What follows belongs to an exercise in optimizing a design on an open flow for small area, a short achievable clock period and few clock cycles; a production flow would make more cautious choices. At most, simulation tests tie the RTL to the original design; equivalence was not proved. No activity file was given, so power comes from the tool's default toggle rates.

## cpu
module cpu(
           input        clk,
           input        reset,
           input        prog_we,     
           input  [3:0] prog_addr,   
           input  [7:0] prog_data,   
           output [7:0] out,
           output       out_valid,   
           output       halt_o);
Settings: LEC_CHECK=0, CAP_MARGIN=20, CORE_MARGIN=2, CORE_UTILIZATION=40, CTS_BUF_LIST=sky130_fd_sc_hd__clkbuf_4 sky130_fd_sc_hd__clkbuf_8, SETUP_SLACK_MARGIN=2.4, SLEW_MARGIN=20, TNS_END_PERCENT=5; clock period 4.5 ns.
standard.sh (not shown) runs the stock make flow with config.mk's settings and CLKGATE_MAP_FILE= SYNTH_SCRIPT=/design/flow/synth_recipe.tcl, a recipe that flattens the netlist after the stock synthesis.
==> flow/flow/run.sh <==
#!/bin/bash
# Standard layout (standard synthesis unchanged), with these ORFS settings changed:
# - port buffers are sky130_fd_sc_hd__buf_2 instead of the default choice
#   (a slow delay cell), every port still gets its buffer;
# - the resizer may change a gate's size to one with another footprint;
# - clock tree synthesis adds no dummy loads.
set -euo pipefail
bash standard.sh MATCH_CELL_FOOTPRINT=0 "BUFFER_PORTS_ARGS=-buffer_cell sky130_fd_sc_hd__buf_2" \
  "CTS_ARGS=-sink_clustering_enable -repair_clock_nets -buf_list {sky130_fd_sc_hd__clkbuf_4 sky130_fd_sc_hd__clkbuf_8} -dont_use_dummy_load" \
  finish > make_finish.log 2>&1
The first run went through all stages and came out clean.
Testbench counts at the start, summed over its fixed seeds: cycles 34,429.
Rerun with:
CORE_UTILIZATION = 50   (was 40)
CTS_BUF_LIST = default   (was sky130_fd_sc_hd__clkbuf_4 sky130_fd_sc_hd__clkbuf_8)
PLACE_DENSITY = 0.75   (was default)
SETUP_SLACK_MARGIN = 2.2   (was 2.4)
=> Clock power hardly moves; routed wire length went down slightly; die area decreases by about a fifth; combinational power goes up by a little under a tenth; critical path depth went down by 1; core utilization rose by 12 points.
Rerun with:
CORE_UTILIZATION = 40   (was 50)
SETUP_SLACK_MARGIN = 2.1   (was 2.2)
Effect: Routed wire length falls by about 4.3%. Total power falls by 2.6%. Worst setup slack is worse by 0.042 ns. First-iteration DRC count rises by about 1.5%.
Rerun with:
CTS_BUF_LIST = sky130_fd_sc_hd__clkbuf_4 sky130_fd_sc_hd__clkbuf_8   (was default)
PLACE_DENSITY = default   (was 0.75)
SETUP_SLACK_MARGIN = 2.2   (was 2.1)
Result: Die area stays the same. Via count stays flat. First-iteration DRC count decreases by 39%. Sequential share of layout area decreases by 0.74 points.

run A:
Another version of the RTL of cpu (not shown whole).
For scale: roughly 600 cells after synthesis, about 25 I/O pins.
## cpu
module cpu(
           input        clk,
           input        reset,
           input        prog_we,     
           input  [3:0] prog_addr,   
           input  [7:0] prog_data,   
           output [7:0] out,
           output       out_valid,   
           output       halt_o);     
   reg [127:0] mem;
   reg [7:0]  ir;       
   reg [3:0]  pc;       
   reg [7:0]  opr;      
   reg        e_ld;     
   reg        e_ar;     
   reg        e_sub;
   reg        e_sta;    
   reg        e_out;
   reg [7:0]  a;
   reg        c, z;
   reg [7:0]  oreg;
   reg        ovalid;
   reg        halted;
   wire [7:0] g = a & opr;
   wire [7:0] p = a | opr;
   wire [8:0] cy;
   genvar ci, cj;
   generate
      for (ci = 0; ci <= 8; ci = ci + 1) begin : cla
         if (ci == 0) begin : c0
            assign cy[0] = e_sub;
         end else begin : cn
            wire [ci:0] t;
  ...
clock: 4.5 ns
lec_check: 0
cap_margin: 20
core_margin: 2
core_utilization: 40
cts_buf_list: sky130_fd_sc_hd__clkbuf_4 sky130_fd_sc_hd__clkbuf_8
setup_slack_margin: 2.2
slew_margin: 20
tns_end_percent: 5
==> flow/flow/run.sh <==
#!/bin/bash
# Standard layout (standard synthesis unchanged), with two ORFS settings changed:
# - port buffers are sky130_fd_sc_hd__buf_1 instead of the default choice
#   (a slow delay cell), every port still gets its buffer;
# - the resizer may change a gate's size to one with another footprint.
set -euo pipefail
bash standard.sh MATCH_CELL_FOOTPRINT=0 "BUFFER_PORTS_ARGS=-buffer_cell sky130_fd_sc_hd__buf_1" finish > make_finish.log 2>&1
Setup changes, run A to run B
==> flow/flow/run.sh <==
#!/bin/bash
# Standard layout (standard synthesis unchanged), with these ORFS settings changed:
# - port buffers are sky130_fd_sc_hd__buf_2 instead of the default choice
#   (a slow delay cell), every port still gets its buffer;
# - the resizer may change a gate's size to one with another footprint;
# - clock tree synthesis adds no dummy loads.
set -euo pipefail
bash standard.sh MATCH_CELL_FOOTPRINT=0 "BUFFER_PORTS_ARGS=-buffer_cell sky130_fd_sc_hd__buf_2" \
  "CTS_ARGS=-sink_clustering_enable -repair_clock_nets -buf_list {sky130_fd_sc_hd__clkbuf_4 sky130_fd_sc_hd__clkbuf_8} -dont_use_dummy_load" \
  finish > make_finish.log 2>&1
Findings:
- Between run A and run B, the sequential cell area does not differ in any meaningful way.
- Global-route usage in run B is 1.8 points lower than in run A
- | top achievable clock speed | run B vs run A | ≈ equal |
- Diff run A -> run B | via density per instance | decrease of about 3.3%
- Worst hold slack in run B is 11 ps lower than in run A
What run C does differently from run B at the input level:
==> flow/flow/run.sh <==
#!/bin/bash
# Standard layout (standard synthesis unchanged), with two ORFS settings changed:
# - port buffers are sky130_fd_sc_hd__buf_2 instead of the default choice
#   (a slow delay cell), every port still gets its buffer;
# - the resizer may change a gate's size to one with another footprint.
set -euo pipefail
bash standard.sh MATCH_CELL_FOOTPRINT=0 "BUFFER_PORTS_ARGS=-buffer_cell sky130_fd_sc_hd__buf_2" finish > make_finish.log 2>&1
[summary]
As far as global-route usage over all layers is concerned, run B and run C perform about the same.
From run B to run C the numbers moved as follows: setup slack ~0 delta; final standard cell area without fillers +about 1%; share of the clock period used by the worst path ~0 delta; H-tree depth reported by CTS ~0 delta; power share of the clock group +4.0 points.
From run B to run C the numbers moved as follows: total wire length after detailed routing shows a reduction of 0.49%; fraction of met3 tracks used by global routing shows a reduction of 0.40 points.
Slew at the pin closest to its max-slew limit ended up 100 ps lower on run C than on run B.
Run C ends up with a signed area change from the synthesized netlist to the final layout that is 1.2 points higher than in run B.
No functional check of the RTL was part of any run of this note.

cpu, a different RTL version from the one above (not shown whole).
For scale: roughly 810 cells after synthesis, ~170 flip-flops, roughly 25 I/O pins, roughly 9100 um2 of cells after synthesis.
Settings: LEC_CHECK=0, CAP_MARGIN=20, CORE_MARGIN=2, CORE_UTILIZATION=40, CTS_BUF_LIST=sky130_fd_sc_hd__clkbuf_4 sky130_fd_sc_hd__clkbuf_8, CTS_CLUSTER_DIAMETER=60, CTS_CLUSTER_SIZE=30, SETUP_SLACK_MARGIN=2.2, SLEW_MARGIN=20, TNS_END_PERCENT=5; clock period 4.5 ns.
==> flow/flow/run.sh <==
#!/bin/bash
# Standard layout (standard synthesis unchanged), with two ORFS settings changed:
# - port buffers are sky130_fd_sc_hd__buf_2 instead of the default choice
#   (a slow delay cell), every port still gets its buffer;
# - the resizer may change a gate's size to one with another footprint.
set -euo pipefail
bash standard.sh MATCH_CELL_FOOTPRINT=0 "BUFFER_PORTS_ARGS=-buffer_cell sky130_fd_sc_hd__buf_2" finish > make_finish.log 2>&1
Testbench counts at the start, summed over its fixed seeds: cycles 34,429.
Next try:
==> flow/flow/run.sh (replaced) <==
#!/bin/bash
# Standard layout (standard synthesis unchanged), with two ORFS settings changed:
# - port buffers are sky130_fd_sc_hd__buf_1 instead of the default choice
#   (a slow delay cell), every port still gets its buffer;
# - the resizer may change a gate's size to one with another footprint.
set -euo pipefail
bash standard.sh MATCH_CELL_FOOTPRINT=0 "BUFFER_PORTS_ARGS=-buffer_cell sky130_fd_sc_hd__buf_1" finish > make_finish.log 2>&1
--- a/flow/config.mk
+++ b/flow/config.mk
@@ -7,3 +7,3 @@
 export LEC_CHECK = 0
-export CAP_MARGIN = 20
+export CAP_MARGIN = 5
 export CORE_MARGIN = 2
@@ -11,6 +11,4 @@
 export CTS_BUF_LIST = sky130_fd_sc_hd__clkbuf_4 sky130_fd_sc_hd__clkbuf_8
-export CTS_CLUSTER_DIAMETER = 60
-export CTS_CLUSTER_SIZE = 30
 export SETUP_SLACK_MARGIN = 2.2
-export SLEW_MARGIN = 20
+export SLEW_MARGIN = 5
 export TNS_END_PERCENT = 5
What happened: Critical path depth is unchanged; clock-buffer cell count came out lower by 1; routed wire length came out higher by 4.0%; area after synthesis does not change; worst setup slack degrades by 0.0091 ns; power is about the same; non-clock buffer count came out higher by 10; global-route usage came out higher by 0.74 points.

The RTL this note starts from:
==> flow/design.v <==
module cpu(
           input        clk,
           input        reset,
           input        prog_we,     
           input  [3:0] prog_addr,   
           input  [7:0] prog_data,   
           output [7:0] out,
           output       out_valid,   
           output       halt_o);     
   reg [127:0] mem;
   reg [7:0]  ir;       
   reg [3:0]  pc;       
   reg [7:0]  opr;      
   reg        e_ld;     
   reg        e_ar;     
   reg        e_sub;
   reg        e_sta;    
   reg        e_out;
   reg [7:0]  a;
   reg        c, z;
   reg [7:0]  oreg;
   reg        ovalid;
   reg        halted;
   wire [7:0] ax = a ^ {8{e_sub}};
   wire [7:0] g = ax & opr;
   wire [7:0] p = ax | opr;
   wire [8:0] cy;
   genvar ci, cj;
   generate
      for (ci = 0; ci <= 8; ci = ci + 1) begin : cla
         if (ci == 0) begin : c0
            assign cy[0] = 1'b0;
         end else begin : cn
            wire [ci-1:0] t;
            for (cj = 0; cj < ci; cj = cj + 1) begin : term
               if (cj == ci - 1) begin : last
                  assign t[cj] = g[cj];
               end else begin : mid
                  assign t[cj] = g[cj] & (&p[ci-1:cj+1]);
               end
            end
            assign cy[ci] = |t;
         end
      end
   endgenerate
   wire [8:0] sx = {cy[8], ax ^ opr ^ cy[7:0]};
   wire [7:0] res = sx[7:0] ^ {8{e_sub}};
   wire       c_new = sx[8];
   wire [7:0] kin = {a[6:0] | opr[6:0], 1'b0};
   wire       z_new = e_sub ? (a == opr) : &(~(a ^ opr ^ kin));
   wire       c_f = e_ar ? c_new : c;
   wire       z_f = e_ar ? z_new : z;
   function [7:0] ram_rd(input [127:0] m, input [3:0] ad);
      integer k;
      begin
         ram_rd = 8'd0;
         for (k = 0; k < 16; k = k + 1)
           ram_rd = ram_rd | (m[k*8 +: 8] & {8{ad == k}});
      end
   endfunction
   wire [3:0] op = ir[7:4];
   wire [3:0] n  = ir[3:0];
   wire d_lda = (op == 4'h1);
   wire d_add = (op == 4'h2);
   wire d_sub = (op == 4'h3);
   wire d_sta = (op == 4'h4);
   wire d_ldi = (op == 4'h5);
   wire d_jmp = (op == 4'h6);
   wire d_jc  = (op == 4'h7);
   wire d_jz  = (op == 4'h8);
   wire d_out = (op == 4'he);
   wire d_hlt = (op == 4'hf);
   wire hold  = d_hlt | (op >= 4'h9 && op <= 4'hd);
   wire [7:0] rd_n = (e_sta && opr[3:0] == n) ? a : ram_rd(mem, n);
   wire [7:0] rd_p = (e_sta && opr[3:0] == pc) ? a : ram_rd(mem, pc);
   wire taken = d_jmp | (d_jc & c_f) | (d_jz & z_f);
   wire [3:0] n_inc  = {n[3] ^ (&n[2:0]), n[2] ^ (&n[1:0]), n[1] ^ n[0], ~n[0]};
   wire [3:0] pc_inc = {pc[3] ^ (&pc[2:0]), pc[2] ^ (&pc[1:0]), pc[1] ^ pc[0], ~pc[0]};
   wire stall = d_sta && (n == pc);
   always @(posedge clk) begin
      if (reset) begin
         ir <= 8'h00;
         pc <= 4'd0;
      end else if (!hold) begin
         if (stall) begin
            ir <= 8'h00;
         end else if (taken) begin
            ir <= rd_n;
            pc <= n_inc;
         end else begin
            ir <= rd_p;
            pc <= pc_inc;
         end
      end
   end
   always @(posedge clk) begin
      if (reset) begin
         e_ld  <= 1'b0;
         e_ar  <= 1'b0;
         e_sub <= 1'b0;
         e_sta <= 1'b0;
         e_out <= 1'b0;
      end else begin
         e_ld  <= d_lda | d_ldi;
         e_ar  <= d_add | d_sub;
         e_sub <= d_sub;
         e_sta <= d_sta;
         e_out <= d_out;
      end
      opr <= (d_ldi | d_sta) ? {4'b0, n} : rd_n;
   end
   always @(posedge clk) begin
      if (reset) begin
         a <= 8'd0;
         c <= 1'b0;
         z <= 1'b0;
         oreg <= 8'd0;
         ovalid <= 1'b0;
         halted <= 1'b0;
      end else begin
         if (e_ld)
           a <= opr;
         else if (e_ar)
           a <= res;
         if (e_ar) begin
            c <= c_new;
            z <= z_new;
         end
         if (e_out)
           oreg <= a;
         ovalid <= e_out;
         if (d_hlt)
           halted <= 1'b1;
      end
   end
   wire       we    = reset ? prog_we : e_sta;
   wire [3:0] waddr = reset ? prog_addr : opr[3:0];
   wire [7:0] wdata = reset ? prog_data : a;
   genvar i;
   generate
      for (i = 0; i < 16; i = i + 1) begin : ram
         always @(posedge clk)
           if (we && waddr == i)
             mem[i*8 +: 8] <= wdata;
      end
   endgenerate
   assign out = oreg;
   assign out_valid = ovalid;
   assign halt_o = halted;
endmodule
Settings: LEC_CHECK=0, CAP_MARGIN=20, CORE_MARGIN=2, CORE_UTILIZATION=40, CTS_BUF_LIST=sky130_fd_sc_hd__clkbuf_4 sky130_fd_sc_hd__clkbuf_8, SETUP_SLACK_MARGIN=2.5, SLEW_MARGIN=20, TNS_END_PERCENT=5; clock period 4.5 ns.
==> flow/flow/run.sh <==
#!/bin/bash
# Standard layout (standard synthesis unchanged), with two ORFS settings changed:
# - port buffers are sky130_fd_sc_hd__buf_2 instead of the default choice
#   (a slow delay cell), every port still gets its buffer;
# - the resizer may change a gate's size to one with another footprint.
set -euo pipefail
bash standard.sh MATCH_CELL_FOOTPRINT=0 "BUFFER_PORTS_ARGS=-buffer_cell sky130_fd_sc_hd__buf_2" finish > make_finish.log 2>&1
The starting point completed with no timing, DRC or antenna violations.
Testbench counts at the start, summed over its fixed seeds: cycles 34,401.
Edit:
==> flow/run.sh (new file) <==
#!/bin/bash
# synth_recipe.tcl (not shown) runs the flow's synth.tcl, then flattens the netlist and writes it again
# the make line also repeats each setting of config.mk as NAME=value (left out here)
make -C /OpenROAD-flow-scripts/flow DESIGN_CONFIG=/design/flow/config.mk WORK_HOME=/design/flow/orfs CLKGATE_MAP_FILE= SYNTH_SCRIPT=/design/flow/synth_recipe.tcl finish
removed: flow/flow/run.sh
removed: flow/standard.sh
Result: The changed run passed the timing, design-rule and antenna checks; first-iteration DRC count falls by 9.9%; register-to-register slack hardly moves; global-route usage goes down by 1.0 points.
Edit:
==> flow/flow/run.sh (new file) <==
#!/bin/bash
# Standard layout (standard synthesis unchanged), with two ORFS settings changed:
# - port buffers are sky130_fd_sc_hd__buf_2 instead of the default choice
#   (a slow delay cell), every port still gets its buffer;
# - the resizer may change a gate's size to one with another footprint.
set -euo pipefail
bash standard.sh MATCH_CELL_FOOTPRINT=0 "BUFFER_PORTS_ARGS=-buffer_cell sky130_fd_sc_hd__buf_2" finish > make_finish.log 2>&1
==> flow/standard.sh (new file) <==
#!/bin/bash
# synth_recipe.tcl (not shown) runs the flow's synth.tcl, then flattens the netlist and writes it again
# the make line also repeats each setting of config.mk as NAME=value (left out here)
make -C /OpenROAD-flow-scripts/flow DESIGN_CONFIG=/design/flow/config.mk WORK_HOME=/design/flow/orfs CLKGATE_MAP_FILE= SYNTH_SCRIPT=/design/flow/synth_recipe.tcl "${@:-finish}"
--- a/flow/config.mk
+++ b/flow/config.mk
@@ -11,3 +11,3 @@
 export CTS_BUF_LIST = sky130_fd_sc_hd__clkbuf_4 sky130_fd_sc_hd__clkbuf_8
-export SETUP_SLACK_MARGIN = 2.5
+export SETUP_SLACK_MARGIN = 2.2
 export SLEW_MARGIN = 20
removed: flow/run.sh
Effect: Fmax went up slightly; die area is unchanged; sequential share of layout area went up by 0.31 points; area after synthesis is unchanged; register-to-register slack improved by 0.04 ns; routed wire length went up by a few percent; sequential cell count does not change; global-route usage went up by 0.76 points.
Edit:
==> flow/run.sh (new file) <==
#!/bin/bash
# synth_recipe.tcl (not shown) runs the flow's synth.tcl, then flattens the netlist and writes it again
# the make line also repeats each setting of config.mk as NAME=value (left out here)
make -C /OpenROAD-flow-scripts/flow DESIGN_CONFIG=/design/flow/config.mk WORK_HOME=/design/flow/orfs CLKGATE_MAP_FILE= SYNTH_SCRIPT=/design/flow/synth_recipe.tcl finish
--- a/flow/config.mk
+++ b/flow/config.mk
@@ -9,6 +9,6 @@
 export CORE_MARGIN = 2
-export CORE_UTILIZATION = 40
+export CORE_UTILIZATION = 55
 export CTS_BUF_LIST = sky130_fd_sc_hd__clkbuf_4 sky130_fd_sc_hd__clkbuf_8
-export SETUP_SLACK_MARGIN = 2.2
+export SETUP_SLACK_MARGIN = 2.5
 export SLEW_MARGIN = 20
-export TNS_END_PERCENT = 5
+export TNS_END_PERCENT = 1
removed: flow/flow/run.sh
removed: flow/standard.sh
Effect: The new run finished with timing, DRC and antenna clean. Global-route usage is higher by 12 points. Worst hold slack is better by 0.0038 ns. Cell count is lower by about 7%. Sequential power stays flat. Critical path depth is lower by 2. Cell area is lower by 1.7%. Via count is higher by 2.9%.
Edit:
--- a/flow/config.mk
+++ b/flow/config.mk
@@ -9,6 +9,6 @@
 export CORE_MARGIN = 2
-export CORE_UTILIZATION = 55
+export CORE_UTILIZATION = 40
 export CTS_BUF_LIST = sky130_fd_sc_hd__clkbuf_4 sky130_fd_sc_hd__clkbuf_8
-export SETUP_SLACK_MARGIN = 2.5
+export SETUP_SLACK_MARGIN = 3.0
 export SLEW_MARGIN = 20
-export TNS_END_PERCENT = 1
+export TNS_END_PERCENT = 5
Wire length is lower by roughly a tenth.
Sequential cell count does not change.
Utilization is lower by 16 points.
Combinational power is lower by a few percent.
Register-to-register slack improved by 0.03 ns.
Sequential power is lower slightly.
Sequential share of layout area is lower by 1.3 points.
Design area is higher by a few percent.
Worst hold slack improved by 0.0035 ns.
Setup slack improved by 0.033 ns.
Area after synthesis stays the same.

[what the ideal ports hide]
In the flow no input, the clock included, has a driving cell. The finished layouts below were timed again as built, in two steps.
Step 1 assumes that a clkbuf_16 drives the clock port and a buf_2 every other input.
Step 2 times the ports against the registers' clock, not the clock port: input delays grow and output delays shrink by t, the midpoint of the rising clock arrivals with the driver on.
Slacks: no drivers / after step 1 / after step 2; pairs: no drivers / after step 1.
run	t, ns	setup WS [ns]	pins driven straight from the clock port
the first run of note 1	0.479	2.030 / 2.030 / 2.000	1
the second run of note 1	0.504	2.082 / 2.082 / 1.713	1
the third run of note 1	0.500	2.040 / 2.040 / 1.601	1
the fourth run of note 1	0.492	2.092 / 2.092 / 1.678	1
run A	0.522	1.963 / 1.963 / 1.668	1
run B	0.493	1.968 / 1.968 / 1.609	1
run C	0.518	1.970 / 1.970 / 1.539	1
the first run of note 3	0.508	2.107 / 2.107 / 1.691	1
the second run of note 3	0.512	2.098 / 2.098 / 1.716	1
the first run of note 4	0.534	1.974 / 1.974 / 1.692	1
the second run of note 4	0.509	1.984 / 1.985 / 1.493	1
the third run of note 4	0.530	2.028 / 2.028 / 1.609	1
the fourth run of note 4	0.512	1.917 / 1.917 / 1.500	1
the fifth run of note 4	0.503	1.950 / 1.950 / 1.584	1
After both steps every run listed still meets setup and hold. For the second run of note 4, which loses most, drivers alone change the setup slack by +0.001 ns; drivers and shift together by -0.491 ns.
